What follows belongs to an exercise in optimizing a design on an open flow for small area, a short achievable clock period and few clock cycles per item; a production flow would make more cautious choices.
The RTL was checked by simulation tests, not by an equivalence proof against the original design.

==> flow/design.v <==
`default_nettype none
module chacha20(input wire clock,
                input wire reset,  
                input wire start,
                input  wire [255:0] key,
                input  wire [63:0] index,  
                input  wire [63:0] nonce,
                output reg done,
                output wire [511:0] out);
    function automatic [31:0] LE32(input [31:0] a);
        LE32 = {a[7:0], a[15:8], a[23:16], a[31:24]};
    endfunction
function automatic [31:0] ADD(input [31:0] a, input [31:0] b);
    reg [31:0] p, g, pp, gg, c;
    begin
    p = a ^ b; g = a & b; pp = p; gg = g;
    gg[31] = gg[31] | (pp[31] & gg[30]); pp[31] = pp[31] & pp[30];
    gg[29] = gg[29] | (pp[29] & gg[28]); pp[29] = pp[29] & pp[28];
    gg[27] = gg[27] | (pp[27] & gg[26]); pp[27] = pp[27] & pp[26];
    gg[25] = gg[25] | (pp[25] & gg[24]); pp[25] = pp[25] & pp[24];
    gg[23] = gg[23] | (pp[23] & gg[22]); pp[23] = pp[23] & pp[22];
    gg[21] = gg[21] | (pp[21] & gg[20]); pp[21] = pp[21] & pp[20];
    gg[19] = gg[19] | (pp[19] & gg[18]); pp[19] = pp[19] & pp[18];
    gg[17] = gg[17] | (pp[17] & gg[16]); pp[17] = pp[17] & pp[16];
    gg[15] = gg[15] | (pp[15] & gg[14]); pp[15] = pp[15] & pp[14];
    gg[13] = gg[13] | (pp[13] & gg[12]); pp[13] = pp[13] & pp[12];
    gg[11] = gg[11] | (pp[11] & gg[10]); pp[11] = pp[11] & pp[10];
    gg[9] = gg[9] | (pp[9] & gg[8]); pp[9] = pp[9] & pp[8];
    gg[7] = gg[7] | (pp[7] & gg[6]); pp[7] = pp[7] & pp[6];
    gg[5] = gg[5] | (pp[5] & gg[4]); pp[5] = pp[5] & pp[4];
    gg[3] = gg[3] | (pp[3] & gg[2]); pp[3] = pp[3] & pp[2];
    gg[1] = gg[1] | (pp[1] & gg[0]); pp[1] = pp[1] & pp[0];
    gg[31] = gg[31] | (pp[31] & gg[29]); pp[31] = pp[31] & pp[29];
    gg[30] = gg[30] | (pp[30] & gg[29]); pp[30] = pp[30] & pp[29];
    gg[27] = gg[27] | (pp[27] & gg[25]); pp[27] = pp[27] & pp[25];
    gg[26] = gg[26] | (pp[26] & gg[25]); pp[26] = pp[26] & pp[25];
    gg[23] = gg[23] | (pp[23] & gg[21]); pp[23] = pp[23] & pp[21];
    gg[22] = gg[22] | (pp[22] & gg[21]); pp[22] = pp[22] & pp[21];
    gg[19] = gg[19] | (pp[19] & gg[17]); pp[19] = pp[19] & pp[17];
    gg[18] = gg[18] | (pp[18] & gg[17]); pp[18] = pp[18] & pp[17];
    gg[15] = gg[15] | (pp[15] & gg[13]); pp[15] = pp[15] & pp[13];
    gg[14] = gg[14] | (pp[14] & gg[13]); pp[14] = pp[14] & pp[13];
    gg[11] = gg[11] | (pp[11] & gg[9]); pp[11] = pp[11] & pp[9];
    gg[10] = gg[10] | (pp[10] & gg[9]); pp[10] = pp[10] & pp[9];
    gg[7] = gg[7] | (pp[7] & gg[5]); pp[7] = pp[7] & pp[5];
    gg[6] = gg[6] | (pp[6] & gg[5]); pp[6] = pp[6] & pp[5];
    gg[3] = gg[3] | (pp[3] & gg[1]); pp[3] = pp[3] & pp[1];
    gg[2] = gg[2] | (pp[2] & gg[1]); pp[2] = pp[2] & pp[1];
    gg[31] = gg[31] | (pp[31] & gg[27]); pp[31] = pp[31] & pp[27];
    gg[30] = gg[30] | (pp[30] & gg[27]); pp[30] = pp[30] & pp[27];
    gg[29] = gg[29] | (pp[29] & gg[27]); pp[29] = pp[29] & pp[27];
    gg[28] = gg[28] | (pp[28] & gg[27]); pp[28] = pp[28] & pp[27];
    gg[23] = gg[23] | (pp[23] & gg[19]); pp[23] = pp[23] & pp[19];
    gg[22] = gg[22] | (pp[22] & gg[19]); pp[22] = pp[22] & pp[19];
    gg[21] = gg[21] | (pp[21] & gg[19]); pp[21] = pp[21] & pp[19];
    gg[20] = gg[20] | (pp[20] & gg[19]); pp[20] = pp[20] & pp[19];
    gg[15] = gg[15] | (pp[15] & gg[11]); pp[15] = pp[15] & pp[11];
    gg[14] = gg[14] | (pp[14] & gg[11]); pp[14] = pp[14] & pp[11];
    gg[13] = gg[13] | (pp[13] & gg[11]); pp[13] = pp[13] & pp[11];
    gg[12] = gg[12] | (pp[12] & gg[11]); pp[12] = pp[12] & pp[11];
    gg[7] = gg[7] | (pp[7] & gg[3]); pp[7] = pp[7] & pp[3];
    gg[6] = gg[6] | (pp[6] & gg[3]); pp[6] = pp[6] & pp[3];
    gg[5] = gg[5] | (pp[5] & gg[3]); pp[5] = pp[5] & pp[3];
    gg[4] = gg[4] | (pp[4] & gg[3]); pp[4] = pp[4] & pp[3];
    gg[31] = gg[31] | (pp[31] & gg[23]); pp[31] = pp[31] & pp[23];
    gg[30] = gg[30] | (pp[30] & gg[23]); pp[30] = pp[30] & pp[23];
    gg[29] = gg[29] | (pp[29] & gg[23]); pp[29] = pp[29] & pp[23];
    gg[28] = gg[28] | (pp[28] & gg[23]); pp[28] = pp[28] & pp[23];
    gg[27] = gg[27] | (pp[27] & gg[23]); pp[27] = pp[27] & pp[23];
    gg[26] = gg[26] | (pp[26] & gg[23]); pp[26] = pp[26] & pp[23];
    gg[25] = gg[25] | (pp[25] & gg[23]); pp[25] = pp[25] & pp[23];
    gg[24] = gg[24] | (pp[24] & gg[23]); pp[24] = pp[24] & pp[23];
    gg[15] = gg[15] | (pp[15] & gg[7]); pp[15] = pp[15] & pp[7];
    gg[14] = gg[14] | (pp[14] & gg[7]); pp[14] = pp[14] & pp[7];
    gg[13] = gg[13] | (pp[13] & gg[7]); pp[13] = pp[13] & pp[7];
    gg[12] = gg[12] | (pp[12] & gg[7]); pp[12] = pp[12] & pp[7];
    gg[11] = gg[11] | (pp[11] & gg[7]); pp[11] = pp[11] & pp[7];
    gg[10] = gg[10] | (pp[10] & gg[7]); pp[10] = pp[10] & pp[7];
    gg[9] = gg[9] | (pp[9] & gg[7]); pp[9] = pp[9] & pp[7];
    gg[8] = gg[8] | (pp[8] & gg[7]); pp[8] = pp[8] & pp[7];
    gg[31] = gg[31] | (pp[31] & gg[15]); pp[31] = pp[31] & pp[15];
    gg[30] = gg[30] | (pp[30] & gg[15]); pp[30] = pp[30] & pp[15];
    gg[29] = gg[29] | (pp[29] & gg[15]); pp[29] = pp[29] & pp[15];
    gg[28] = gg[28] | (pp[28] & gg[15]); pp[28] = pp[28] & pp[15];
    gg[27] = gg[27] | (pp[27] & gg[15]); pp[27] = pp[27] & pp[15];
    gg[26] = gg[26] | (pp[26] & gg[15]); pp[26] = pp[26] & pp[15];
    gg[25] = gg[25] | (pp[25] & gg[15]); pp[25] = pp[25] & pp[15];
    gg[24] = gg[24] | (pp[24] & gg[15]); pp[24] = pp[24] & pp[15];
    gg[23] = gg[23] | (pp[23] & gg[15]); pp[23] = pp[23] & pp[15];
    gg[22] = gg[22] | (pp[22] & gg[15]); pp[22] = pp[22] & pp[15];
    gg[21] = gg[21] | (pp[21] & gg[15]); pp[21] = pp[21] & pp[15];
    gg[20] = gg[20] | (pp[20] & gg[15]); pp[20] = pp[20] & pp[15];
    gg[19] = gg[19] | (pp[19] & gg[15]); pp[19] = pp[19] & pp[15];
    gg[18] = gg[18] | (pp[18] & gg[15]); pp[18] = pp[18] & pp[15];
    gg[17] = gg[17] | (pp[17] & gg[15]); pp[17] = pp[17] & pp[15];
    gg[16] = gg[16] | (pp[16] & gg[15]); pp[16] = pp[16] & pp[15];
    c = {gg[30:0], 1'b0};
    ADD = p ^ c;
    end
endfunction
    localparam CONST = 128'h657870616e642033322d62797465206b;
    wire [511:0] init = {CONST, key, LE32(index[31:0]), LE32(index[63:32]), nonce};
    reg [4:0] i;  
    reg [31:0] y [0:15];  
    wire [31:0] xi [0:15];
    wire [31:0] h [0:15];
    wire ld = start;
    wire fa = i == 5'd19;
    genvar j;
    generate for (j = 0; j < 16; j = j + 1) begin: g_init
        assign xi[j] = LE32(init[511 - 32*j -: 32]);
    end endgenerate
    generate for (j = 0; j < 4; j = j + 1) begin: g_h2
        wire [31:0] a2 = ADD(y[j], y[4+j]);
        wire [31:0] t2 = y[12+j] ^ a2;
        wire [31:0] d2 = {t2[23:0], t2[31:24]};
        wire [31:0] c2 = ADD(y[8+j], d2);
        wire [31:0] t3 = y[4+j] ^ c2;
        wire [31:0] b2 = {t3[24:0], t3[31:25]};
        assign h[     (4-j)%4] = a2;
        assign h[4 +  (5-j)%4] = b2;
        assign h[8 +  (6-j)%4] = c2;
        assign h[12 + (7-j)%4] = d2;
    end endgenerate
    generate for (j = 0; j < 4; j = j + 1) begin: g_h1
        wire [31:0] ai = ld ? xi[j]    : h[j];
        wire [31:0] bi = ld ? xi[4+j]  : fa ? xi[j] : h[4+j];
        wire [31:0] ci = ld ? xi[8+j]  : h[8+j];
        wire [31:0] di = ld ? xi[12+j] : h[12+j];
        wire [31:0] s1 = ADD(ai, bi);
        wire [31:0] t0 = di ^ s1;
        wire [31:0] d1 = {t0[15:0], t0[31:16]};
        wire [31:0] s2 = ADD(ci, (fa ? xi[8+j] : d1));
        wire [31:0] t1 = bi ^ s2;
        wire [31:0] b1 = {t1[19:0], t1[31:20]};
        wire [31:0] fb = ADD(h[4+j], xi[4+j]);
        wire [31:0] fd = ADD(h[12+j], xi[12+j]);
        always @(posedge clock) begin
            y[j]    <= s1;
            y[4+j]  <= fa ? fb : b1;
            y[8+j]  <= s2;
            y[12+j] <= fa ? fd : d1;
        end
    end endgenerate
    always @(posedge clock) begin
        if (i != 5'd20) i <= i + 5'd1;
        if (start) i <= 5'd0;
        done <= fa;
        if (reset) begin
            i <= 5'd20;
            done <= 1'b0;
        end
    end
    generate for (j = 0; j < 16; j = j + 1) begin: g_out
        assign out[511 - 32*j -: 32] = LE32(y[j]);
    end endgenerate
endmodule
Settings: LEC_CHECK=0, CAP_MARGIN=10, CORE_MARGIN=2, CORE_UTILIZATION=35, CTS_CLUSTER_DIAMETER=80, CTS_CLUSTER_SIZE=30, GPL_TIMING_DRIVEN=0, SETUP_SLACK_MARGIN=2.5, SLEW_MARGIN=10; clock period 14.0 ns.
standard.sh (not shown) runs the stock make flow with config.mk's settings and CLKGATE_MAP_FILE= SYNTH_SCRIPT=/design/flow/synth_recipe.tcl, a recipe that flattens the netlist after the stock synthesis.
==> flow/flow/run.sh <==
#!/bin/bash
# The standard layout, with the port buffers made from the smallest buffer cell.
set -euo pipefail
export BUFFER_PORTS_ARGS="-buffer_cell sky130_fd_sc_hd__buf_1"
bash standard.sh > standard_flow.log 2>&1
The first run reached the layout checks and failed them: capacitance limit, slew limit.
Testbench counts at the start, summed over its fixed seeds: cycles 5,376, blocks 256.
Change:
--- a/flow/config.mk
+++ b/flow/config.mk
@@ -8 +8 @@
-export CAP_MARGIN = 10
+export CAP_MARGIN = 30
@@ -11,5 +11,4 @@
-export CTS_CLUSTER_DIAMETER = 80
-export CTS_CLUSTER_SIZE = 30
-export GPL_TIMING_DRIVEN = 0
-export SETUP_SLACK_MARGIN = 2.5
-export SLEW_MARGIN = 10
+export CTS_BUF_LIST = sky130_fd_sc_hd__clkbuf_8
+export CTS_CLUSTER_SIZE = 20
+export SETUP_SLACK_MARGIN = 2
+export SLEW_MARGIN = 20
After rerunning:
- The changed run completed with no timing, DRC or antenna violations
- global-route usage decreases by 9.6 points
- design area decreases by 7.9%
- routed wire length decreases by 18%
- worst hold slack is worse by 0.020 ns
Change:
==> flow/flow/run.sh (replaced) <==
#!/bin/bash
# The standard layout, with the port buffers made from the smallest buffer cell,
# and power recovery (downsizing of gates off the critical paths) after global routing.
set -euo pipefail
export BUFFER_PORTS_ARGS="-buffer_cell sky130_fd_sc_hd__buf_1"
export RECOVER_POWER=100
bash standard.sh > standard_flow.log 2>&1
--- a/flow/config.mk
+++ b/flow/config.mk
@@ -8 +8 @@
-export CAP_MARGIN = 30
+export CAP_MARGIN = 10
@@ -11,2 +11,2 @@
-export CTS_BUF_LIST = sky130_fd_sc_hd__clkbuf_8
-export CTS_CLUSTER_SIZE = 20
+export CTS_CLUSTER_DIAMETER = 80
+export CTS_CLUSTER_SIZE = 30
@@ -14 +14 @@
-export SLEW_MARGIN = 20
+export SLEW_MARGIN = 10
=> This time the run finished but fails on capacitance limit, slew limit. Register-to-register slack loses 1.0 ns. Sequential share of layout area goes up by 0.19 points. Clock skew goes down by 0.013 ns. Wire length goes down by 0.44%. Area after synthesis stays the same. Cell area goes down by 1.3%.
Change:
==> flow/flow/run.sh (replaced) <==
#!/bin/bash
# The standard layout, with the port buffers made from the smallest buffer cell.
set -euo pipefail
export BUFFER_PORTS_ARGS="-buffer_cell sky130_fd_sc_hd__buf_1"
bash standard.sh > standard_flow.log 2>&1
Result: Now the flow ran to the end with no violations; global-route usage does not change; design area rises slightly; via count is about the same; cell count stays the same; wire length stays flat; maximum frequency rises by a little under a tenth; critical path depth goes down by 7; hold slack stays flat.
Change:
--- a/flow/config.mk
+++ b/flow/config.mk
@@ -13 +13 @@
-export SETUP_SLACK_MARGIN = 2
+export SETUP_SLACK_MARGIN = 2.5
What happened: The new run completed with no timing, DRC or antenna violations; cell count came out higher by 0.96%; clock skew is about the same; global-route usage increases by 0.15 points; register-to-register slack improves by 0.36 ns.
Change:
==> flow/config.mk (replaced) <==
export PLATFORM = sky130hd
export DESIGN_NAME = chacha20
export DESIGN_NICKNAME = chacha20
export VERILOG_FILES = /design/flow/design.v
export SDC_FILE = /design/flow/constraint.sdc
export NUM_CORES = 8
export LEC_CHECK = 0
export CAP_MARGIN = 30
export CORE_MARGIN = 2
export CORE_UTILIZATION = 45
export SETUP_SLACK_MARGIN = 2
export SLEW_MARGIN = 20
Outcome: The new run finished clean. Non-clock buffer count decreases by 49. Worst setup slack degrades by 0.40 ns. Sequential cell count stays the same. Routed wire length drops by 6.6%. Cell area decreases by 2.7%. Die area came out lower by 22%. Via count is higher by 0.61%. Fmax fell by 3.4%.

==> what the ideal ports hide <==
In the flow no input, the clock included, has a driving cell. The finished layouts below were timed again as built, in two steps.
Step 1 (the two cells are an assumption about what drives the block):
set clk [get_ports {clock}]
set_driving_cell -lib_cell sky130_fd_sc_hd__clkbuf_16 $clk
set_driving_cell -lib_cell sky130_fd_sc_hd__buf_2 [delete_from_list [all_inputs] $clk]
Step 2 times the ports against the registers' clock, not the clock port: input delays grow and output delays shrink by t, the midpoint of the rising clock arrivals with the driver on.
Slacks: no drivers / after step 1 / after step 2; pairs: no drivers / after step 1.
| run | shift t [ns] | setup WS [ns] | worst setup path after step 2 | slew at the worst register clock pin (ns) |
|---|---|---|---|---|
| the first run | 0.835 | 2.217 / 2.217 / 1.451 | input to register | 0.09 / 0.09 |
| the second run | 0.960 | 2.233 / 2.233 / 2.233 | register to register | 0.07 / 0.07 |
| the third run | 0.800 | 1.226 / 1.226 / 1.001 | input to register | 0.09 / 0.09 |
| the fourth run | 0.803 | 2.194 / 2.194 / 2.194 | register to register | 0.09 / 0.09 |
| the fifth run | 0.811 | 2.556 / 2.556 / 2.556 | register to register | 0.09 / 0.09 |
| the sixth run | 0.748 | 2.152 / 2.152 / 2.152 | register to register | 0.07 / 0.07 |
For the first run, which loses most, drivers alone change the setup slack by 0.000 ns; drivers and shift together by -0.766 ns.
